From an optimization exercise on the open Yosys and OpenROAD flow, aimed at small area and a short achievable clock period; shortcuts taken in it are not production practice. At most, simulation tests tie the RTL to the original design; equivalence was not proved. No functional check of the RTL was part of runs 1 to 5. No activity file was given, so power comes from the tool's default toggle rates.

### flow/design.v
module fpa_add #(parameter W = 25, parameter L = 5)
                (input [W-1:0] a,
                 input [W-1:0] b,
                 input cin,
                 output [W-1:0] s,
                 output cout);
    wire [W-1:0] g [0:L];
    wire [W-1:0] p [0:L];
    wire [W-1:0] p0 = a ^ b;
    assign g[0] = (a & b) | {{(W-1){1'b0}}, p0[0] & cin};
    assign p[0] = p0;
    genvar l, i;
    generate
        for (l = 0; l < L; l = l + 1) begin : lv
            for (i = 0; i < W; i = i + 1) begin : bt
                if ((i >> l) & 1) begin : cmb
                    localparam J = ((i >> l) << l) - 1;
                    assign g[l+1][i] = g[l][i] | (p[l][i] & g[l][J]);
                    assign p[l+1][i] = p[l][i] & p[l][J];
                end else begin : pas
                    assign g[l+1][i] = g[l][i];
                    assign p[l+1][i] = p[l][i];
                end
            end
        end
    endgenerate
    assign s = p0 ^ {g[L][W-2:0], cin};
    assign cout = g[L][W-1];
endmodule
module FPU_Addition #(parameter BITS=32)
                        (input [BITS-1:0]A,
                         input [BITS-1:0]B,
                         input clk,
                         output [BITS-1:0] result);
    wire [7:0] eA = A[30:23];
    wire [7:0] eB = B[30:23];
    wire [7:0] gt0 = eA & ~eB;
    wire [7:0] eq0 = ~(eA ^ eB);
    wire [3:0] gt1, eq1;
    wire [1:0] gt2, eq2;
    genvar r;
    generate
        for (r = 0; r < 4; r = r + 1) begin : c1
            assign gt1[r] = gt0[2*r+1] | (eq0[2*r+1] & gt0[2*r]);
            assign eq1[r] = eq0[2*r+1] & eq0[2*r];
        end
        for (r = 0; r < 2; r = r + 1) begin : c2
            assign gt2[r] = gt1[2*r+1] | (eq1[2*r+1] & gt1[2*r]);
            assign eq2[r] = eq1[2*r+1] & eq1[2*r];
        end
    endgenerate
    wire comp = gt2[1] | (eq2[1] & (gt2[0] | eq2[0]));    
    wire [7:0] X;
    wire       xc;
    fpa_add #(8, 3) u_dab (.a(eA), .b(~eB), .cin(1'b1), .s(X), .cout(xc));
    wire [4:0] Y;
    wire       yc;
    fpa_add #(5, 3) u_dba (.a(eB[4:0]), .b(~eA[4:0]), .cin(1'b1), .s(Y), .cout(yc));
    wire [4:0] d = comp ? X[4:0] : Y;
    wire       big = comp ? |X[7:5] : ~(&X[7:5] & |X[4:0]);
    wire [23:0] mL = comp ? {1'b1, A[22:0]} : {1'b1, B[22:0]};
    wire [23:0] mS = comp ? {1'b1, B[22:0]} : {1'b1, A[22:0]};
    wire [7:0]  eL = comp ? eA : eB;
    wire        sL = comp ? A[31] : B[31];
    wire        sub = A[31] ^ B[31];
    wire [23:0] s0 = d[0] ? {1'b0,  mS[23:1]} : mS;
    wire [23:0] s1 = d[1] ? {2'b0,  s0[23:2]} : s0;
    wire [23:0] s2 = d[2] ? {4'b0,  s1[23:4]} : s1;
    wire [23:0] s3 = d[3] ? {8'b0,  s2[23:8]} : s2;
    wire [23:0] s4 = d[4] ? {16'b0, s3[23:16]} : s3;
    wire [23:0] mSa = big ? 24'd0 : s4;
    wire [24:0] T;
    wire        tc;
    fpa_add #(25, 5) u_add (.a({1'b0, mL}), .b({1'b0, mSa} ^ {25{sub}}), .cin(sub),
                         .s(T), .cout(tc));
    reg [24:0] T_r;
    reg [7:0]  eL_r;
    reg        sL_r;
    always @(posedge clk) begin
        T_r  <= T;
        eL_r <= eL;
        sL_r <= sL;
    end
    wire        z4 = ~|T_r[24:9];
    wire [24:0] n4 = z4 ? {T_r[8:0], 16'd0} : T_r;
    wire        z3 = ~|n4[24:17];
    wire [24:0] n3 = z3 ? {n4[16:0], 8'd0} : n4;
    wire        z2 = ~|n3[24:21];
    wire [24:0] n2 = z2 ? {n3[20:0], 4'd0} : n3;
    wire        z1 = ~|n2[24:23];
    wire [24:0] n1 = z1 ? {n2[22:0], 2'd0} : n2;
    wire        z0 = ~n1[24];
    wire [23:0] n0 = z0 ? n1[22:0] : n1[23:1];
    wire        tz = z4 & ~|T_r[8:0];
    wire [4:0]  lz = {z4, z3, z2 & ~tz, z1 & ~tz, z0};
    wire [6:0]  lo = {2'b0, eL_r[4:0]} + 7'd1 - {2'b0, lz};
    wire [2:0]  hi = lo[6] ? eL_r[7:5] - 3'd1 : eL_r[7:5] + {2'd0, lo[5]};
    wire [7:0]  expo = {hi, lo[4:0]};
    assign result = {sL_r, expo, n0[22:0]};
endmodule
### flow/flow/run.sh
#!/bin/bash
# Standard synthesis and layout with two changes: the port buffers are the
# small sky130_fd_sc_hd__buf_1 instead of the delay buffer buffer_ports picks
# by default, and the timing repair steps aim for extra setup slack (the
# margin in flow/margin.txt) so that they size and buffer the critical paths.
set -euo pipefail
MARGIN=$(cat flow/margin.txt)
bash standard.sh finish SETUP_SLACK_MARGIN=$MARGIN \
    "BUFFER_PORTS_ARGS=-buffer_cell sky130_fd_sc_hd__buf_1" > standard.log 2>&1
### flow/flow/margin.txt
18
### flow/standard.sh
#!/bin/bash
# synth_recipe.tcl (not shown) runs the flow's synth.tcl, then flattens the netlist and writes it again
# the make line also repeats each setting of config.mk as NAME=value (left out here)
make -C /OpenROAD-flow-scripts/flow DESIGN_CONFIG=/design/flow/config.mk WORK_HOME=/design/flow/orfs CLKGATE_MAP_FILE= SYNTH_SCRIPT=/design/flow/synth_recipe.tcl "${@:-finish}"
### flow/config.mk
export PLATFORM = sky130hd
export DESIGN_NAME = FPU_Addition
export DESIGN_NICKNAME = FPU_Addition
export VERILOG_FILES = /design/flow/design.v
export SDC_FILE = /design/flow/constraint.sdc
export NUM_CORES = 4
export LEC_CHECK = 0
export CAP_MARGIN = 20
export CORE_MARGIN = 2
export CORE_UTILIZATION = 40
export SLEW_MARGIN = 20
### flow/constraint.sdc
create_clock -name core_clock -period 30.0 [get_ports {clk}]
set_input_delay 6.0000 -clock core_clock [delete_from_list [all_inputs] [get_ports {clk}]]
set_output_delay 6.0000 -clock core_clock [all_outputs]
set_load 0.01 [all_outputs]
==> out/metrics.yaml, run 1 <==
status: "complete, no violations"
setup_viol: 0
die_h_um: 125
wl_um: 17300
vdd_drop_max_mv: 0.0381
crit_family: "compound AO/OA/AOI/OAI gates"
cts-root-buf: "clkbuf_16"
synth_area_mm2: 0.00582
cts_buffers: 5
seq_area_um2: 681
finalCriticalPeriod_ns: 11.61
synthCells: 687
worst_ep_arrival_time_ns: 11.74
viasPerCell: 5.82
syn-mean-instance-area_um2: 8.48
start_util: 0.405
antenna_found_initial: 0
synth_seq_cells: 34
multiInputGateArea_mm2: 0.00491
synth_edf_count: 0
dr.pass1.iters: 4
yosysWarnings: 4
powerDensity_mw_per_mm2: 82.3
worstMarginPinSlew_ns: 1.07
final_cell_mix: "buf_1, nand2_1, mux2i_1"
nets: 890
report.final.hold_viol_count: 0
globalplace.congestion: 0.966
cp_max_fo: 70
synth-seq-area-share: 0.117
async_flop_share: 0
cp_data_required_time_ns: 30.13
max-cap-violations: 0
clk_pin_slew_ns: 0.05
die-width_um: 125
track_usage: 0.216
coreArea_mm2: 0.0144
fillers: 1456
critPathMostFrequentCell: "a21o_1"
dp_hpwl_um: 14000
io_pins: 97
vias: 5539
num_antenna_cells: 0
clock_sinks: 34
ant_nets: 0
area_delta_synth_final_pct: 13.7
final.setup.worst_slack_ns: 18.39
ctsLongestPathBuffers: 2
grt_overflow: 0
leakagePower_nw: 2.76
port_buffers: 96
core.rowCount: 44
grt_pass1_wl_um: 28200
preCtsSetupSlack_ns: 17.49
slew_headroom: 0.282
synth_nets: 810
worstHoldPathCells: 2
worstSetupStartpointType: "primary input"
layout_commonest_cell: "buf_1"
cts_tree: "yes"
critical_path_class: "in -> reg"
rsz0062_at_grt: "no"
synth.distinct_cells: 72
endpoint_kind: "register"
grt_max_degree: 71
crit_slowest_cell: "mux2i_2"
min-delay-path-class: "in -> reg"
fmax_mhz: 86.1
avgRoutedWirePerCell_um: 18.2
post-route-period-util: 0.387
worstHoldStart: "B[30]"
slew_violations: 0
grt_pass1_vias: 5444
min_to: "eL_r[7]"
drc: 0
synthFlopType: "dfxtp_1"
finalSetupTns_ns: 0
cts_hold_buf: 0
htreeDepth: 2
die-area_mm2: 0.0155
path_buf_inv: 6
crit_path_max_incr_delay_ns: 0.45
layout-drive-gt1-share: 0.141
first_iter_violations: 397
## layout make-up
class | count | area share
inverter | 40 | 0.0227
multi-input combinational | 575 | 0.741
tap | 184 | 0.0348
sequential | 34 | 0.103
clock buffer | 7 | 0.0215
timing repair buffer | 111 | 0.0764
clock inverter | 1 | 0.000756
## logic make-up after synthesis
| group | after synthesis | synth area share |
|---|---|---|
| AOI/OAI and AO/OA | 156 | 0.181 |
| xor gates and xnor gates | 50 | 0.0752 |
| DFF | 34 | 0.117 |
| muxes | 126 | 0.274 |
| and+or+nand+nor | 184 | 0.153 |
| adders and majority gates | 58 | 0.141 |
| buffers and inverters | 79 | 0.0586 |
## synthesized netlist by cell type (all sizes together) (4+ instances only)
cell / instances / area [um^2]
inv: 40 / 150
xnor2: 37 / 324
a22oi: 11 / 82.6
a221o: 5 / 50.1
a21oi: 44 / 224
nand2: 67 / 251
o21ai: 28 / 144
buf: 19 / 116
and3: 7 / 43.8
mux2i: 66 / 661
mux2: 37 / 417
ha: 45 / 563
nor2b: 6 / 37.5
nand4: 4 / 25.0
nor2: 40 / 153
o211ai: 5 / 37.5
dfxtp: 34 / 681
or4: 4 / 33.8
and2: 4 / 27.5
nand3: 19 / 95.1
nand2b: 10 / 62.6
a32oi: 4 / 35.0
a211oi: 8 / 65.1
xor2: 13 / 114
mux4: 23 / 518
clkbuf: 20 / 75.1
a31oi: 6 / 37.5
a21o: 14 / 105
nor3: 9 / 55.1
nor4: 6 / 50.0
fa: 13 / 260
## layer usage
metal	up-vias	global-route usage	wire, um
met2	167	0.372	8590
li1	2688	-	-
met5	-	0	0
met4	0	0.0826	413
met3	31	0.0159	710
met1	2653	0.283	7600
## flip-flops by register name, summed over array words and instances, names as in the netlist
name	flops
eL_r	8
T_r	25
sL_r	1
## how the worst max path moves through the flow
stage               cells past startpoint  startpoint          to
floorplan                              24       A[23]     T_r[19]
detailed placement                     24       A[23]     T_r[19]
global placement                       24       A[23]     T_r[19]
finish                                 26       A[23]     T_r[19]
global route                           21     T_r[23]  result[30]
CTS                                    24       A[23]     T_r[19]
## where the power goes
part | switching, mW | internal [mW] | total (mW)
logic | 0.231 | 0.166 | 0.398
clock network | 0.0161 | 0.0328 | 0.0488
registers | 0.0341 | 0.0645 | 0.0986
total | 0.281 | 0.264 | 0.545
## timing repair
action | in CTS | in global routing
hold endpoints to repair | 0 | 0
pin swaps | 0 | 2
buffers inserted | 0 | 7
resized for setup | 2 | 10
cloned | 1 | 0
endpoints found under the setup margin | 2 | 10
## stage by stage
| stage | instance area (um^2) | util | hold WS (ns) | power (mW) | instances |
|---|---|---|---|---|---|
| 3_5_place_dp | 6310 | 0.439 | 6.27 | 0.484 | 936 |
| 5_1_grt | 6620 | 0.461 | 6.00 | 0.592 | 952 |
| 6_report | 6620 | 0.461 | 5.99 | 0.545 | 952 |
| 2_1_floorplan | 5820 | - | 6.11 | 0.380 | 687 |
| 4_1_cts | 6490 | 0.452 | 5.98 | 0.537 | 945 |
| 3_3_place_gp | 6310 | 0.439 | 6.26 | 0.479 | 936 |
==> run 2: changes to the inputs <==
--- a/flow/config.mk
+++ b/flow/config.mk
@@ -8,4 +8,5 @@
 export CAP_MARGIN = 20
 export CORE_MARGIN = 2
 export CORE_UTILIZATION = 40
+export CTS_BUF_LIST = sky130_fd_sc_hd__clkbuf_8
 export SLEW_MARGIN = 20
==> out/metrics.yaml, run 2 <==
finalSetupTns_ns: 0  # unchanged
cts_buffers: 5  # unchanged
multiInputGateArea_mm2: 0.00490  # about the same
crit_family: "compound AO/OA/AOI/OAI gates"
dpl_cell_area_mm2: 0.00631  # unchanged
globalplace.congestion: 0.966  # unchanged
synth_area_mm2: 0.00582  # unchanged
crit_path_max_incr_delay_ns: 0.45  # about the same
final_cell_mix: "buf_1, nand2_1, mux2i_1"
area_delta_synth_final_pct: 12.6
worstMarginPinSlew_ns: 1.05  # -0.0261 ns
grt_max_degree: 71  # unchanged
report.final.hold_viol_count: 0  # unchanged
synth_area_leaders: "dfxtp_1, mux2i_1, ha_1"
coreArea_mm2: 0.0144  # unchanged
worst_ep_arrival_time_ns: 11.75  # about the same
leakagePower_nw: 2.74  # -0.70%
avgRoutedWirePerCell_um: 18.1  # -0.43%
cp_data_required_time_ns: 30.15  # +0.02 ns
final_util: 0.457  # -0.00418
layout_commonest_cell: "buf_1"
io_pins: 97  # unchanged
seq_area_um2: 681  # unchanged
setup_viol: 0  # unchanged
synth_area_leader_cell: "dfxtp_1"
synth_seq_cells: 34  # unchanged
syn-mean-instance-area_um2: 8.48  # unchanged
finalCriticalPeriod_ns: 11.60  # -0.00970 ns
preCtsSetupSlack_ns: 17.49  # unchanged
die-width_um: 125  # unchanged
track_usage: 0.216  # about the same
port_buffers: 96  # unchanged
vias: 5571  # +0.58%
die_h_um: 125  # unchanged
synth_edf_count: 0  # unchanged
ant_nets: 0  # unchanged
num_antenna_cells: 0  # unchanged
critPathMostFrequentCell: "a21o_1"
layout-drive-gt1-share: 0.139  # -0.00130
core.rowCount: 44  # unchanged
grt_pass1_vias: 5448  # +0.073%
fmax_mhz: 86.2  # about the same
max-cap-violations: 0  # unchanged
synth_common_cells: "nand2_1, mux2i_1, ha_1"
powerDensity_mw_per_mm2: 80.5  # -2.2%
synthCells: 687  # unchanged
critical_path_class: "in -> reg"
worstSetupStartpointType: "primary input"
grt_overflow: 0  # unchanged
cp_max_fo: 70  # unchanged
slew_headroom: 0.299  # +0.0175
post-route-period-util: 0.387  # about the same
antenna_found_initial: 0  # unchanged
reg_top3: "T_r x25, eL_r x8, sL_r x1"
synth.distinct_cells: 72  # unchanged
start_util: 0.405  # unchanged
largest_reg_flops: 25  # unchanged
wl_um: 17200  # -0.43%
yosysWarnings: 4  # unchanged
dr.pass1.iters: 5  # +1
final.setup.worst_slack_ns: 18.40  # +0.00970 ns
clk_pin_slew_ns: 0.06  # about the same
cts_tree: "yes"
async_flop_share: 0  # unchanged
path_buf_inv: 6  # unchanged
clock_sinks: 34  # unchanged
synthFlopType: "dfxtp_1"
slew_violations: 0  # unchanged
crit_slowest_cell: "mux2i_2"
synth-seq-area-share: 0.117  # unchanged
status: "complete, no violations"
synth_top_area_share: 0.117  # unchanged
min-delay-path-class: "in -> reg"
stdcell_area_mm2: 0.00656  # -0.91%
regMostFlops: "T_r"
dp_hpwl_um: 14000  # unchanged
drc: 0  # unchanged
endpoint_kind: "register"
die-area_mm2: 0.0155  # unchanged
yosysMostFrequentCell: "nand2_1"
nets: 890  # unchanged
fillers: 1462  # +0.41%
vdd_drop_max_mv: 0.0381  # about the same
rsz0062_at_grt: "no"
synth_nets: 810  # unchanged
cts-root-buf: "clkbuf_8"
first_iter_violations: 343  # -14%
viasPerCell: 5.85  # +0.58%
htreeDepth: 2  # unchanged
grt_pass1_wl_um: 28100  # about the same
ctsLongestPathBuffers: 2  # unchanged
[run 2: power by group]
group | total [mW] | internal (mW) | leakage, nW | switching (mW)
Clock | 0.0328 | 0.0181 | 0.0524 | 0.0147
Sequential | 0.0982 | 0.0644 | 0.287 | 0.0338
Combinational | 0.397 | 0.166 | 2.40 | 0.231
[run 2: cell families after synthesis]
kind of cell / after synthesis / share of synthesized area
flops: 34 / 0.117
mux: 126 / 0.274
simple gates: 184 / 0.153
fa+ha+maj: 58 / 0.141
compound gates: 156 / 0.181
xor+xnor: 50 / 0.0752
buf+inv: 79 / 0.0586
[run 2: through the flow]
stage | power [mW] | hold slack, ns | cells
2_1_floorplan | 0.380 | 6.11 | 687
3_3_place_gp | 0.479 | 6.26 | 936
3_5_place_dp | 0.484 | 6.27 | 936
4_1_cts | 0.521 | 5.97 | 945
5_1_grt | 0.575 | 5.99 | 952
6_report | 0.528 | 5.98 | 952
[run 2: path summary, 6_finish.rpt]
check	from	to	slack, ns	depth (start not counted)
worst max-delay path	A[23]	T_r[19]	18.40	26
worst min-delay path	B[30]	eL_r[7]	5.98	2
[run 2: per-layer routing]
layer	part of all wire	GRT usage	up-vias	wire length, um
li1	-	-	2688	-
met1	0.44	0.282	2640	7530
met2	0.49	0.373	208	8480
met3	0.046	0.0159	35	793
met4	0.025	0.0826	0	434
met5	0	0	-	0
[run 2: repair_timing]
action / CTS / global route
pin swaps: 0 / 2
hold buffers: 0 / 0
endpoints found under the setup margin: 1 / 9
cloned: 1 / 0
endpoints found under the hold margin: 0 / 0
buffers inserted: 0 / 7
resized for setup: 2 / 9
[run 2: layout make-up]
| cell class | count | share of cell area |
|---|---|---|
| Sequential cell | 34 | 0.104 |
| Timing Repair Buffer | 111 | 0.0771 |
| Clock inverter | 2 | 0.00134 |
| Inverter | 40 | 0.0229 |
| Multi-Input combinational cell | 575 | 0.747 |
| Clock buffer | 6 | 0.0126 |
| Tap cell | 184 | 0.0351 |
==> run 3: changes to the inputs <==
==> flow/flow/margin.txt (replaced) <==
18.4
==> out/metrics.yaml, run 3 <==
status: "complete, no violations"
synth.distinct_cells: 72  # unchanged
leakagePower_nw: 2.82  # +3.0%
vdd_drop_max_mv: 0.0373  # -2.2%
synthCells: 687  # unchanged
ant_nets: 0  # unchanged
die-area_mm2: 0.0155  # unchanged
ctsLongestPathBuffers: 2  # unchanged
viasPerCell: 5.93  # +1.3%
report.final.hold_viol_count: 0  # unchanged
cts_buffers: 5  # unchanged
htreeDepth: 2  # unchanged
final_util: 0.473  # +0.0167
slew_violations: 0  # unchanged
worstMarginPinSlew_ns: 1.03  # -0.0130 ns
num_antenna_cells: 0  # unchanged
setup_viol: 0  # unchanged
synth_nets: 810  # unchanged
regMostFlops: "T_r"
reg_top3: "T_r x25, eL_r x8, sL_r x1"
cp_max_fo: 7  # -90%
worstSetupStartpointType: "primary input"
layout_commonest_cell: "buf_1"
layout-drive-gt1-share: 0.176  # +0.0363
synth-adder-area-share: 0.141  # unchanged
avgRoutedWirePerCell_um: 18.8  # +3.7%
synth-xor-area-share: 0.0752  # unchanged
nets: 902  # +1.3%
synth_area_leader_cell: "dfxtp_1"
die-width_um: 125  # unchanged
cts_tree: "yes"
dr.pass1.iters: 5  # unchanged
first_iter_violations: 383  # +12%
grt_pass1_vias: 5490  # +0.77%
vias: 5712  # +2.5%
globalplace.congestion: 0.966  # unchanged
cts-root-buf: "clkbuf_8"
cp_data_required_time_ns: 30.15  # about the same
clk_pin_slew_ns: 0.06  # about the same
track_usage: 0.218  # +0.00145
finalCriticalPeriod_ns: 11.36  # -0.238 ns
muxShareOfSynthArea: 0.274  # unchanged
clock_sinks: 34  # unchanged
worstHoldPathCells: 2  # unchanged
final_cells: 964  # +1.3%
synth_area_leaders: "dfxtp_1, mux2i_1, ha_1"
async_flop_share: 0  # unchanged
synth_edf_count: 0  # unchanged
synth_common_cells: "nand2_1, mux2i_1, ha_1"
critical_path_class: "in -> reg"
syn-mean-instance-area_um2: 8.48  # unchanged
synth_compound_area_frac: 0.181  # unchanged
io_pins: 97  # unchanged
synthSimpleGateAreaFrac: 0.153  # unchanged
coreArea_mm2: 0.0144  # unchanged
yosysWarnings: 4  # unchanged
powerDensity_mw_per_mm2: 80.3  # -0.22%
slew_headroom: 0.310  # +0.0106
fmax_mhz: 88.0  # +2.1%
drc: 0  # unchanged
largest_reg_flops: 25  # unchanged
synth_top_area_share: 0.117  # unchanged
area_delta_synth_final_pct: 16.8
placed_cells: 936  # unchanged
synth_area_mm2: 0.00582  # unchanged
dp_hpwl_um: 14000  # unchanged
grt_max_degree: 71  # unchanged
die_h_um: 125  # unchanged
synth-seq-area-share: 0.117  # unchanged
synth_seq_cells: 34  # unchanged
finalSetupTns_ns: 0  # unchanged
post-route-period-util: 0.379  # -0.00793
endpoint_kind: "register"
start_util: 0.405  # unchanged
timing.hold.ws_ns: 5.98  # -0.000810 ns
core.rowCount: 44  # unchanged
synth_top_family_by_area: "multiplexers"
yosysMostFrequentCell: "nand2_1"
max-cap-violations: 0  # unchanged
dpl_cell_area_mm2: 0.00631  # unchanged
grt_pass1_wl_um: 28300  # +0.56%
wl_um: 18100  # +5.0%
port_buffers: 96  # unchanged
final_cell_mix: "buf_1, nand2_1, mux2i_1"
stdcell_area_mm2: 0.00680  # +3.7%
rsz0062_at_grt: "no"
min-delay-path-class: "in -> reg"
worst_ep_arrival_time_ns: 11.51  # -0.24 ns
grt_overflow: 0  # unchanged
antenna_found_initial: 0  # unchanged
synthFlopType: "dfxtp_1"
## run 3: cell counts after synthesis
No cell type changed its count.
## run 3: per-layer routing
layer / track usage / vias to the layer above / share of wire
li1: - / 2711 / -
met1: 0.282 / 2722 / 0.43
met2: 0.377 / 231 / 0.50
met3: 0.0155 / 48 / 0.040
met4: 0.0866 / 0 / 0.031
met5: 0 / - / 0
## run 3: timing repair
action                                  4_1_cts  5_1_grt
gates resized for setup                      12       29
gates cloned                                  1        3
hold buffers                                  0        0
pin swaps                                     2        5
endpoints found under the setup margin       14       10
setup buffers                                 7        9
## run 3: final timing paths
path | startpoint | slack (ns) | endpoint
setup / recovery | A[23] | 18.64 | T_r[19]
hold / removal | B[30] | 5.98 | eL_r[7]
## run 3: stage by stage
stage | power, mW | setup slack, ns
2_1_floorplan | 0.380 | 18.83
3_3_place_gp | 0.479 | 17.66
3_5_place_dp | 0.484 | 17.49
4_1_cts | 0.527 | 18.37
5_1_grt | 0.593 | 18.39
6_report | 0.546 | 18.64
## run 3: power breakdown
group / switching, mW / internal [mW] / total (mW)
Sequential: 0.0364 / 0.0646 / 0.101
Clock: 0.0148 / 0.0181 / 0.0329
Combinational: 0.238 / 0.174 / 0.412
Total: 0.289 / 0.257 / 0.546
## run 3: logic make-up after synthesis
group,Yosys count
adder cells (fa/ha/maj),58
multiplexers,126
XOR/XNOR,50
flip-flops,34
buffers and inverters,79
AND/OR/NAND/NOR,184
AO/OA/AOI/OAI,156
## run 3: worst max-delay path, cell delays in order
cell	delay, ns
buf_1	0.13
inv_1	0.07
ha_1	0.21
fa_2	0.37
nand2b_4	0.17
a21oi_4	0.17
fa_1	0.47
o31a_1	0.31
and4_1	0.23
mux2_2	0.29
and2_1	0.25
nand2_1	0.17
o211ai_1	0.18
xnor2_1	0.30
ha_1	0.30
and3_1	0.17
a22o_1	0.26
a311o_1	0.37
and3_4	0.20
a21bo_2	0.20
a21o_1	0.17
a21o_1	0.20
a211oi_2	0.24
nor3_1	0.07
## run 3: cell type report
type	count	area [um^2]
timing repair buffer	121	582
sequential	34	682
tap	184	230
fill	1447	7570
inverter	40	155
clock buffer	6	82.6
multi-input combinational	577	5060
clock inverter	2	8.76
==> run 4: changes to the inputs <==
--- a/flow/design.v
+++ b/flow/design.v
@@ -50,14 +50,17 @@
         end
     endgenerate
     wire comp = gt2[1] | (eq2[1] & (gt2[0] | eq2[0]));    
-    wire [7:0] X;
+    wire [4:0] X;
     wire       xc;
-    fpa_add #(8, 3) u_dab (.a(eA), .b(~eB), .cin(1'b1), .s(X), .cout(xc));
+    fpa_add #(5, 3) u_dab (.a(eA[4:0]), .b(~eB[4:0]), .cin(1'b1), .s(X), .cout(xc));
     wire [4:0] Y;
     wire       yc;
     fpa_add #(5, 3) u_dba (.a(eB[4:0]), .b(~eA[4:0]), .cin(1'b1), .s(Y), .cout(yc));
-    wire [4:0] d = comp ? X[4:0] : Y;
-    wire       big = comp ? |X[7:5] : ~(&X[7:5] & |X[4:0]);
+    wire [4:0] d = comp ? X : Y;
+    wire [4:0] K;
+    wire       kc;                                
+    fpa_add #(5, 3) u_k (.a(eA[7:3]), .b(~eB[7:3]), .cin(1'b1), .s(K), .cout(kc));
+    wire       big = kc ? |K[4:2] : ~(&K[4:2] & |K[1:0]);
     wire [23:0] mL = comp ? {1'b1, A[22:0]} : {1'b1, B[22:0]};
     wire [23:0] mS = comp ? {1'b1, B[22:0]} : {1'b1, A[22:0]};
     wire [7:0]  eL = comp ? eA : eB;
--- a/flow/config.mk
+++ b/flow/config.mk
@@ -9,4 +9,6 @@
 export CORE_MARGIN = 2
 export CORE_UTILIZATION = 40
 export CTS_BUF_LIST = sky130_fd_sc_hd__clkbuf_8
+export CTS_CLUSTER_DIAMETER = 200
+export CTS_CLUSTER_SIZE = 40
 export SLEW_MARGIN = 20
==> out/metrics.yaml, run 4 <==
syn-mean-instance-area_um2: 8.97  # +5.8%
antenna_found_initial: 0  # unchanged
drc: 0  # unchanged
status: "complete, no violations"
critical_path_class: "reg -> out"
synth_top_family_by_area: "multiplexers"
synthFlopType: "dfxtp_1"
fmax_mhz: 88.6  # +0.64%
dr.pass1.iters: 5  # unchanged
viasPerCell: 5.80  # -2.1%
ant_nets: 0  # unchanged
worstSetupStartpointType: "register"
largest_reg_flops: 25  # unchanged
max-cap-violations: 0  # unchanged
cts-root-buf: "clkbuf_8"
grt_pass1_wl_um: 26300  # -7.1%
synth-seq-area-share: 0.112  # -0.00456
worstHoldPathCells: 2  # unchanged
synth_area_leaders: "mux2i_1, dfxtp_1, ha_1"
wl_um: 17000  # -6.2%
grt_overflow: 0  # unchanged
finalCriticalPeriod_ns: 11.29  # -0.0727 ns
area_delta_synth_final_pct: 15.0
powerDensity_mw_per_mm2: 81.0  # +0.92%
regMostFlops: "T_r"
muxShareOfSynthArea: 0.278  # +0.00438
die_h_um: 127  # +1.9%
synth_common_cells: "mux2i_1, nand2_1, a21oi_1"
core.rowCount: 44  # unchanged
multiInputGateArea_mm2: 0.00513  # +1.3%
port_buffers: 96  # unchanged
post-route-period-util: 0.376  # -0.00242
io_pins: 97  # unchanged
cp_max_fo: 15  # +8
cts_buffers: 5  # unchanged
vias: 5561  # -2.6%
rsz0062_at_grt: "yes"
first_iter_violations: 411  # +7.3%
worst_ep_arrival_time_ns: 5.29  # -6.22 ns
start_util: 0.414  # +0.00853
reg_top3: "T_r x25, eL_r x8, sL_r x1"
finalSetupTns_ns: 0  # unchanged
htreeDepth: 2  # unchanged
synthCells: 676  # -1.6%
synth-xor-area-share: 0.0776  # +0.00243
globalplace.congestion: 0.952  # -1.5%
worstMarginPinSlew_ns: 0.857  # -0.177 ns
synth-adder-area-share: 0.142  # +0.00109
clk_pin_slew_ns: 0.06  # about the same
cts_tree: "yes"
seq_area_um2: 682  # unchanged
slew_headroom: 0.424  # +0.114
leakagePower_nw: 2.94  # +4.1%
endpoint_kind: "primary output"
clock_sinks: 34  # unchanged
setup_viol: 0  # unchanged
synth.distinct_cells: 89  # +24%
layout-drive-gt1-share: 0.192  # +0.0166
synth_top_area_share: 0.126  # +0.00865
avgRoutedWirePerCell_um: 17.7  # -5.7%
synth_nets: 801  # -1.1%
fillers: 1452  # +0.35%
nets: 900  # -0.22%
grt_pass1_vias: 5286  # -3.7%
layout_commonest_cell: "buf_1"
coreArea_mm2: 0.0146  # +1.9%
slew_violations: 0  # unchanged
final_util: 0.476  # +0.00255
cts_hold_buf: 0  # unchanged
yosysMostFrequentCell: "mux2i_1"
synth_edf_count: 0  # unchanged
die-area_mm2: 0.0162  # +3.9%
ctsLongestPathBuffers: 2  # unchanged
final_cell_mix: "buf_1, mux2i_1, nand2_1"
synth_area_leader_cell: "mux2i_1"
synthSimpleGateAreaFrac: 0.138  # -0.0149
min_to: "eL_r[6]"
die-width_um: 127  # +1.9%
report.final.hold_viol_count: 0  # unchanged
yosysWarnings: 3  # -1
worstHoldStart: "B[29]"
min-delay-path-class: "in -> reg"
vdd_drop_max_mv: 0.0405  # +8.7%
cp_data_required_time_ns: 24.00  # -6.15 ns
num_antenna_cells: 0  # unchanged
synth_seq_cells: 34  # unchanged
dp_hpwl_um: 13200  # -5.8%
track_usage: 0.196  # -0.0218
async_flop_share: 0  # unchanged
synth_area_mm2: 0.00606  # +4.1%
synth_compound_area_frac: 0.187  # +0.00595
grt_max_degree: 59  # -17%
run 4: per-stage QoR:
step / cell area [um^2] / worst slack, ns / hold slack (ns) / instances / total power, mW
2_1_floorplan: 6060 / 18.98 / 6.11 / 676 / 0.396
3_3_place_gp: 6460 / 17.84 / 6.27 / 923 / 0.486
3_5_place_dp: 6460 / 17.56 / 6.27 / 923 / 0.494
4_1_cts: 6640 / 18.31 / 5.98 / 934 / 0.534
5_1_grt: 6970 / 18.38 / 6.02 / 959 / 0.612
6_report: 6970 / 18.71 / 6.00 / 959 / 0.565
run 4: timing repair:
item	CTS	global route
resized for setup	15	23
setup endpoints to repair	12	7
buffers inserted	3	22
cloned	1	3
pin swaps	4	11
run 4: cell type report:
class / count / share of cell area
clock buffer: 5 / 0.00988
clock inverter: 2 / 0.00144
inverter: 42 / 0.0228
multi-input combinational: 563 / 0.736
sequential: 34 / 0.0979
tap: 184 / 0.0330
timing repair buffer: 129 / 0.0991
run 4: metal layers:
layer / GRT usage / up-vias / share of wire
li1: - / 2679 / -
met1: 0.269 / 2635 / 0.45
met2: 0.332 / 214 / 0.48
met3: 0.00670 / 33 / 0.048
met4: 0.0672 / 0 / 0.023
met5: 0 / - / 0
run 4: kinds of logic after synthesis:
| group | after synthesis |
|---|---|
| buffers and inverters | 80 |
| adders and majority gates | 60 |
| xor gates and xnor gates | 52 |
| AOI/OAI and AO/OA | 156 |
| muxes | 133 |
| DFF | 34 |
| and+or+nand+nor | 161 |
run 4: how the worst max path moves through the flow:
stage | startpoint | end | slack (ns) | cells past startpoint
2_1_floorplan | A[26] | T_r[24] | 18.98 | 23
3_3_place_gp | A[23] | T_r[24] | 17.84 | 23
3_5_place_dp | A[23] | T_r[24] | 17.56 | 24
4_1_cts | T_r[2] | result[30] | 18.31 | 21
5_1_grt | T_r[13] | result[30] | 18.38 | 21
6_report | T_r[13] | result[30] | 18.71 | 21
run 4: power breakdown:
group,leakage [nW],internal (mW),switching [mW]
Combinational,2.61,0.189,0.248
Sequential,0.287,0.0646,0.0329
Clock,0.0438,0.0155,0.0143
run 4: worst max-delay path, stage by stage, from the launching register on:
cell,delay [ns]
dfxtp_1,0.35
nor4_4,0.39
nand4b_4,0.22
o21a_1,0.26
o21ai_4,0.29
nor2_4,0.16
a221o_1,0.37
a21oi_4,0.20
buf_12,0.17
inv_2,0.10
ha_1,0.21
ha_1,0.20
fa_1,0.40
a21o_1,0.17
a21oi_1,0.16
xnor2_1,0.15
o21ai_1,0.10
ha_1,0.22
fa_1,0.44
xnor2_2,0.17
xnor2_1,0.13
clkbuf_2,0.15
==> run 5: changes to the inputs <==
==> flow/flow/margin.txt (replaced) <==
18
==> out/metrics.yaml, run 5 <==
final_cell_mix: "buf_1, mux2i_1, nand2_1"
min_to: "eL_r[6]"
endpoint_kind: "primary output"
syn-mean-instance-area_um2: 8.97  # unchanged
cts-root-buf: "clkbuf_8"
synth.distinct_cells: 89  # unchanged
die-width_um: 127  # unchanged
track_usage: 0.192  # -0.00375
grt_overflow: 0  # unchanged
slew_headroom: 0.461  # +0.0371
min-delay-path-class: "in -> reg"
synth_area_mm2: 0.00606  # unchanged
synthFlopType: "dfxtp_1"
synth_top_family_by_area: "multiplexers"
synth_top_area_share: 0.126  # unchanged
yosysMostFrequentCell: "mux2i_1"
largest_reg_flops: 25  # unchanged
port_buffers: 96  # unchanged
timing.hold.ws_ns: 6.00  # -0.000530 ns
final_util: 0.454  # -0.0215
synth_seq_cells: 34  # unchanged
muxShareOfSynthArea: 0.278  # unchanged
stdcell_area_mm2: 0.00665  # -4.5%
cts_hold_buf: 0  # unchanged
worstMarginPinSlew_ns: 0.799  # -0.0583 ns
synth-xor-area-share: 0.0776  # unchanged
coreArea_mm2: 0.0146  # unchanged
synth_nets: 801  # unchanged
critical_path_class: "reg -> out"
status: "complete, no violations"
synth_area_leader_cell: "mux2i_1"
reg_top3: "T_r x25, eL_r x8, sL_r x1"
htreeDepth: 2  # unchanged
synth_area_leaders: "mux2i_1, dfxtp_1, ha_1"
num_antenna_cells: 0  # unchanged
clock_sinks: 34  # unchanged
worstHoldStart: "B[29]"
regMostFlops: "T_r"
final.setup.worst_slack_ns: 18.44  # -0.269 ns
crit_chain: "nor4_2 > nand3_2 > or3_1 > a21oi_4 > nor2_4 > a221o_1 > a21oi_2 > buf_8 > inv_2 > ha_1 > ha_1 > fa_1 > a21o_1 > a21oi_1 > xnor2_1 > o21ai_0 > ha_1 > fa_1 > xnor2_1 > xnor2_1 > buf_1"
nets: 875  # -2.8%
synthCells: 676  # unchanged
dpl_cell_area_mm2: 0.00646  # unchanged
grt_pass1_vias: 5222  # -1.2%
wl_um: 16100  # -5.0%
fmax_mhz: 86.5  # -2.3%
dp_hpwl_um: 13200  # unchanged
synth_common_cells: "mux2i_1, nand2_1, a21oi_1"
preCtsSetupSlack_ns: 17.56  # unchanged
crit_slowest_cell: "or3_1"
viasPerCell: 5.76  # -0.72%
rsz0062_at_grt: "no"
worstHoldPathCells: 2  # unchanged
placed_cells: 923  # unchanged
drc: 0  # unchanged
ant_nets: 0  # unchanged
crit_path_max_incr_delay_ns: 0.45  # about the same
finalSetupTns_ns: 0  # unchanged
synth-seq-area-share: 0.112  # unchanged
leakagePower_nw: 2.76  # -6.0%
core.rowCount: 44  # unchanged
worstSetupStartpointType: "register"
post-route-period-util: 0.385  # +0.00895
synth-adder-area-share: 0.142  # unchanged
globalplace.congestion: 0.952  # unchanged
report.final.hold_viol_count: 0  # unchanged
avgRoutedWirePerCell_um: 17.3  # -2.5%
vias: 5377  # -3.3%
yosysWarnings: 3  # unchanged
ctsLongestPathBuffers: 2  # unchanged
p_total_mw: 0.535  # -5.2%
cp_max_fo: 29  # +14
finalCriticalPeriod_ns: 11.56  # +0.269 ns
max-cap-violations: 0  # unchanged
synth_edf_count: 0  # unchanged
async_flop_share: 0  # unchanged
synth_compound_area_frac: 0.187  # unchanged
clk_pin_slew_ns: 0.06  # about the same
grt_max_degree: 59  # unchanged
synthSimpleGateAreaFrac: 0.138  # unchanged
antenna_found_initial: 0  # unchanged
powerDensity_mw_per_mm2: 80.4  # -0.76%
worst_ep_arrival_time_ns: 5.56  # +0.27 ns
grt_pass1_wl_um: 25800  # -1.9%
cp_data_required_time_ns: 24.00  # about the same
first_iter_violations: 410  # -0.24%
cts_buffers: 5  # unchanged
final_cells: 934  # -2.6%
layout-drive-gt1-share: 0.155  # -0.0376
layout_commonest_cell: "buf_1"
vdd_drop_max_mv: 0.0335  # -17%
slew_violations: 0  # unchanged
cts_tree: "yes"
area_delta_synth_final_pct: 9.76
io_pins: 97  # unchanged
die_h_um: 127  # unchanged
setup_viol: 0  # unchanged
die-area_mm2: 0.0162  # unchanged
dr.pass1.iters: 6  # +1
start_util: 0.414  # unchanged
-- run 5: cell counts after synthesis --
Identical to the previous run, type by type.
-- run 5: worst max path at each step --
stage | start | end | slack (ns) | depth (start not counted)
2_1_floorplan | A[26] | T_r[24] | 18.98 | 23
3_3_place_gp | A[23] | T_r[24] | 17.84 | 23
3_5_place_dp | A[23] | T_r[24] | 17.56 | 24
4_1_cts | A[23] | T_r[24] | 18.04 | 22
5_1_grt | T_r[23] | result[30] | 18.02 | 21
6_report | T_r[2] | result[30] | 18.44 | 21
-- run 5: area by class of cell --
cell class / count / area (um^2)
clock buffers: 5 / 68.8
fillers: 1467 / 7990
multi-input cells: 563 / 5060
flip-flops and latches: 34 / 681
clock inverters: 2 / 10.0
inverters: 42 / 158
well taps: 184 / 230
repair buffers: 104 / 440
-- run 5: logic make-up (layout without fill, tap and decap cells) --
logic type / after synthesis / after routing
and+or+nand+nor: 161 / 161
muxes: 133 / 133
AOI/OAI and AO/OA: 156 / 157
xor gates and xnor gates: 52 / 52
adders and majority gates: 60 / 60
buffers and inverters: 80 / 153
DFF: 34 / 34
-- run 5: power by group --
part | switching [mW] | internal [mW] | leakage [nW] | total (mW)
Sequential | 0.0315 | 0.0645 | 0.287 | 0.0960
Clock | 0.0142 | 0.0155 | 0.0438 | 0.0297
Combinational | 0.239 | 0.170 | 2.43 | 0.409
-- run 5: what timing repair did --
action                                  CTS  global route
endpoints found under the setup margin    4             7
resized for setup                         3            15
setup buffers                             1             2
pin swaps                                 1             3
cloned                                    0             1
-- run 5: worst max-delay path: cells and delay by family (launching register included) --
kind                       cells  cell delay (ns)
and+or+nand+nor                4             1.10
DFF                            1             0.44
adders and majority gates      5             1.46
xor gates and xnor gates       3             0.49
AOI/OAI and AO/OA              6             1.25
buffers and inverters          3             0.52
-- run 5: routing by layer --
metal / GRT usage / vias up / part of all wire
li1: - / 2632 / -
met1: 0.263 / 2538 / 0.47
met2: 0.326 / 181 / 0.47
met3: 0.00670 / 26 / 0.041
met4: 0.0692 / 0 / 0.021
met5: 0 / - / 0
==> run 6: changes to the inputs <==
--- a/flow/design.v
+++ b/flow/design.v
@@ -31,7 +31,7 @@
                         (input [BITS-1:0]A,
                          input [BITS-1:0]B,
                          input clk,
-                         output [BITS-1:0] result);
+                         output reg [BITS-1:0] result);
     wire [7:0] eA = A[30:23];
     wire [7:0] eB = B[30:23];
     wire [7:0] gt0 = eA & ~eB;
@@ -50,17 +50,14 @@
         end
     endgenerate
     wire comp = gt2[1] | (eq2[1] & (gt2[0] | eq2[0]));    
-    wire [4:0] X;
+    wire [7:0] X;
     wire       xc;
-    fpa_add #(5, 3) u_dab (.a(eA[4:0]), .b(~eB[4:0]), .cin(1'b1), .s(X), .cout(xc));
+    fpa_add #(8, 3) u_dab (.a(eA), .b(~eB), .cin(1'b1), .s(X), .cout(xc));
     wire [4:0] Y;
     wire       yc;
     fpa_add #(5, 3) u_dba (.a(eB[4:0]), .b(~eA[4:0]), .cin(1'b1), .s(Y), .cout(yc));
-    wire [4:0] d = comp ? X : Y;
-    wire [4:0] K;
-    wire       kc;                                
-    fpa_add #(5, 3) u_k (.a(eA[7:3]), .b(~eB[7:3]), .cin(1'b1), .s(K), .cout(kc));
-    wire       big = kc ? |K[4:2] : ~(&K[4:2] & |K[1:0]);
+    wire [4:0] d = comp ? X[4:0] : Y;
+    wire       big = comp ? |X[7:5] : ~(&X[7:5] & |X[4:0]);
     wire [23:0] mL = comp ? {1'b1, A[22:0]} : {1'b1, B[22:0]};
     wire [23:0] mS = comp ? {1'b1, B[22:0]} : {1'b1, A[22:0]};
     wire [7:0]  eL = comp ? eA : eB;
@@ -76,14 +73,9 @@
     wire        tc;
     fpa_add #(25, 5) u_add (.a({1'b0, mL}), .b({1'b0, mSa} ^ {25{sub}}), .cin(sub),
                          .s(T), .cout(tc));
-    reg [24:0] T_r;
-    reg [7:0]  eL_r;
-    reg        sL_r;
-    always @(posedge clk) begin
-        T_r  <= T;
-        eL_r <= eL;
-        sL_r <= sL;
-    end
+    wire [24:0] T_r = T;
+    wire [7:0]  eL_r = eL;
+    wire        sL_r = sL;
     wire        z4 = ~|T_r[24:9];
     wire [24:0] n4 = z4 ? {T_r[8:0], 16'd0} : T_r;
     wire        z3 = ~|n4[24:17];
@@ -99,5 +91,6 @@
     wire [6:0]  lo = {2'b0, eL_r[4:0]} + 7'd1 - {2'b0, lz};
     wire [2:0]  hi = lo[6] ? eL_r[7:5] - 3'd1 : eL_r[7:5] + {2'd0, lo[5]};
     wire [7:0]  expo = {hi, lo[4:0]};
-    assign result = {sL_r, expo, n0[22:0]};
+    always @(posedge clk)
+        result <= {sL_r, expo, n0[22:0]};
 endmodule
==> flow/flow/margin.txt (replaced) <==
14
--- a/flow/config.mk
+++ b/flow/config.mk
@@ -8,7 +8,4 @@
 export CAP_MARGIN = 20
 export CORE_MARGIN = 2
 export CORE_UTILIZATION = 40
-export CTS_BUF_LIST = sky130_fd_sc_hd__clkbuf_8
-export CTS_CLUSTER_DIAMETER = 200
-export CTS_CLUSTER_SIZE = 40
 export SLEW_MARGIN = 20
==> out/metrics.yaml, run 6 <==
vdd_drop_max_mv: 0.0483  # +44%
drc: 0  # unchanged
timing.hold.ws_ns: 6.08  # +0.0866 ns
critical_path_class: "in -> reg"
avgRoutedWirePerCell_um: 18.2  # +5.1%
synth_nets: 1005  # +25%
synthFlopType: "dfxtp_1"
grt_max_degree: 56  # -5.1%
cp_data_required_time_ns: 30.16  # +6.16 ns
dp_hpwl_um: 16500  # +25%
reg_top3: "result x32"
vias: 6877  # +28%
die-width_um: 133  # +4.7%
cts-root-buf: "clkbuf_16"
powerDensity_mw_per_mm2: 74.2  # -7.8%
track_usage: 0.231  # +0.0388
num_antenna_cells: 0  # unchanged
finalSetupTns_ns: 0  # unchanged
layout_commonest_cell: "nand2_1"
max-cap-violations: 0  # unchanged
yosysMostFrequentCell: "nand2_1"
first_iter_violations: 527  # +29%
fmax_mhz: 64.9  # -25%
final_util: 0.460  # +0.00566
yosysWarnings: 4  # +1
die_h_um: 133  # +4.7%
min-delay-path-class: "in -> reg"
die-area_mm2: 0.0177  # +9.7%
grt_overflow: 0  # unchanged
synth_compound_area_frac: 0.229  # +0.0421
dr.pass1.iters: 6  # unchanged
layout-drive-gt1-share: 0.104  # -0.0502
worst_ep_arrival_time_ns: 15.56  # +10.00 ns
synth_common_cells: "nand2_1, mux2i_1, nor2_1"
synth-xor-area-share: 0.0709  # -0.00670
synth-seq-area-share: 0.0961  # -0.0162
synth_area_leaders: "mux2i_1, dfxtp_1, nand2_1"
synthCells: 882  # +30%
area_delta_synth_final_pct: 13.6
worstSetupStartpointType: "primary input"
post-route-period-util: 0.514  # +0.128
regMostFlops: "result"
port_buffers: 96  # unchanged
async_flop_share: 0  # unchanged
endpoint_kind: "register"
io_pins: 97  # unchanged
muxShareOfSynthArea: 0.204  # -0.0745
ctsLongestPathBuffers: 2  # unchanged
clock_sinks: 32  # -5.9%
crit_slowest_cell: "or3_1"
globalplace.congestion: 0.943  # -0.97%
coreArea_mm2: 0.0165  # +12%
finalCriticalPeriod_ns: 15.41  # +3.85 ns
synth_top_area_share: 0.129  # +0.00356
synth_seq_cells: 32  # -5.9%
nets: 1079  # +23%
leakagePower_nw: 3.24  # +17%
syn-mean-instance-area_um2: 7.56  # -16%
clk_pin_slew_ns: 0.05  # about the same
synth.distinct_cells: 83  # -6.7%
worstMarginPinSlew_ns: 1.08  # +0.278 ns
cts_tree: "yes"
synth_area_mm2: 0.00667  # +10%
critPathMostFrequentCell: "fa_1"
synth_area_leader_cell: "mux2i_1"
ant_nets: 0  # unchanged
slew_headroom: 0.282  # -0.179
synth-adder-area-share: 0.123  # -0.0190
viasPerCell: 5.84  # +1.5%
start_util: 0.405  # -0.00886
report.final.hold_viol_count: 0  # unchanged
synth_top_family_by_area: "compound AO/OA/AOI/OAI gates"
crit_path_max_incr_delay_ns: 0.50  # +0.05 ns
setup_viol: 0  # unchanged
wl_um: 21400  # +32%
core.rowCount: 47  # +6.8%
cp_max_fo: 19  # -34%
grt_pass1_vias: 6400  # +23%
status: "complete, no violations"
largest_reg_flops: 32  # +28%
rsz0062_at_grt: "no"
antenna_found_initial: 0  # unchanged
cts_buffers: 5  # unchanged
final_cell_mix: "nand2_1, buf_1, mux2i_1"
grt_pass1_wl_um: 33400  # +29%
fillers: 1723  # +17%
slew_violations: 0  # unchanged
synthSimpleGateAreaFrac: 0.217  # +0.0782
synth_edf_count: 0  # unchanged
htreeDepth: 2  # unchanged
-- run 6: cell types whose count changed after synthesis, moves of 13 or more --
cell	change
nor2_1	+15
a211oi_1	+17
nand2_1	+101
mux4_2	-16
xor2_1	+16
o211ai_1	+13
o21ai_0	+15
-- run 6: worst max-delay path: cells and delay by family --
family                     cells  cell delay (ns)
AOI/OAI and AO/OA             11             1.85
xor gates and xnor gates       4             0.63
adders and majority gates      9             3.23
buffers and inverters          7             0.56
muxes                          2             0.68
and+or+nand+nor               11             2.57
-- run 6: per-layer routing --
metal	track usage	wire [um]
met5	0	0
met4	0.0780	546
met3	0.0122	1140
met2	0.391	10000
met1	0.315	9650
-- run 6: report_power, final --
| group | switching (mW) | internal (mW) | total, mW |
|---|---|---|---|
| Clock | 0.0157 | 0.0329 | 0.0486 |
| Combinational | 0.266 | 0.175 | 0.441 |
| Sequential | 0.00493 | 0.0671 | 0.0721 |
-- run 6: final timing paths --
| kind | startpoint | to | cells after the start |
|---|---|---|---|
| worst min-delay path | A[31] | result[31] | 3 |
| worst max-delay path | A[23] | result[30] | 44 |
-- run 6: cell families (layout without fill, tap and decap cells) --
| logic type | after synthesis | after routing |
|---|---|---|
| XOR/XNOR | 54 | 54 |
| AND/OR/NAND/NOR | 316 | 316 |
| multiplexers | 122 | 122 |
| flip-flops | 32 | 32 |
| buffers and inverters | 92 | 166 |
| adder cells (fa/ha/maj) | 58 | 58 |
| AO/OA/AOI/OAI | 208 | 209 |
-- run 6: repair_timing --
item / 4_1_cts / 5_1_grt
cloned: 1 / 1
pin swaps: 2 / 4
setup endpoints to repair: 6 / 3
hold buffers: 0 / 0
buffers inserted: 2 / 11
gates resized for setup: 9 / 17
-- run 6: area by class of cell --
cell class | count | area [um^2] | area share
clock buffers | 8 | 146 | 0.0193
inverters | 43 | 164 | 0.0216
multi-input cells | 759 | 5770 | 0.761
flip-flops and latches | 32 | 641 | 0.0846
well taps | 220 | 275 | 0.0363
repair buffers | 115 | 582 | 0.0768
-- run 6: metrics by stage --
| step | worst slack [ns] | instance area (um^2) | power (mW) | instances |
|---|---|---|---|---|
| 2_1_floorplan | 14.93 | 6670 | 0.389 | 882 |
| 3_3_place_gp | 12.51 | 7130 | 0.488 | 1154 |
| 3_5_place_dp | 12.46 | 7130 | 0.488 | 1154 |
| 4_1_cts | 14.01 | 7370 | 0.547 | 1165 |
| 5_1_grt | 13.99 | 7570 | 0.607 | 1177 |
| 6_report | 14.59 | 7570 | 0.562 | 1177 |

==> what the ideal ports hide <==
The results above use ideal ports. As a check the final layouts listed here were re-extracted and re-timed, cells and wires unchanged.
Step 1 (the two cells are an assumption about what drives the block):
set clk [get_ports {clk}]
set_driving_cell -lib_cell sky130_fd_sc_hd__clkbuf_16 $clk
set_driving_cell -lib_cell sky130_fd_sc_hd__buf_2 [delete_from_list [all_inputs] $clk]
Step 2 moves the port delays by t, midway between the first and last clock arrival at a register: inputs arrive t later, outputs are due t later. That takes back most of the time a late clock gives input paths.
a / b / c = ideal / step 1 / step 2; a / b = the first two.
run	t (ns)	setup WS [ns]	worst setup path after step 2
run 1	0.300	18.392 / 18.383 / 18.101	input to register
run 2	0.307	18.401 / 18.402 / 18.099	input to register
run 3	0.307	18.639 / 18.644 / 18.337	input to register
run 4	0.303	18.712 / 18.686 / 18.456	input to register
run 5	0.303	18.443 / 18.418 / 18.205	input to register
run 6	0.304	14.595 / 14.609 / 14.305	input to register
After both steps setup and hold are still met in every run listed.
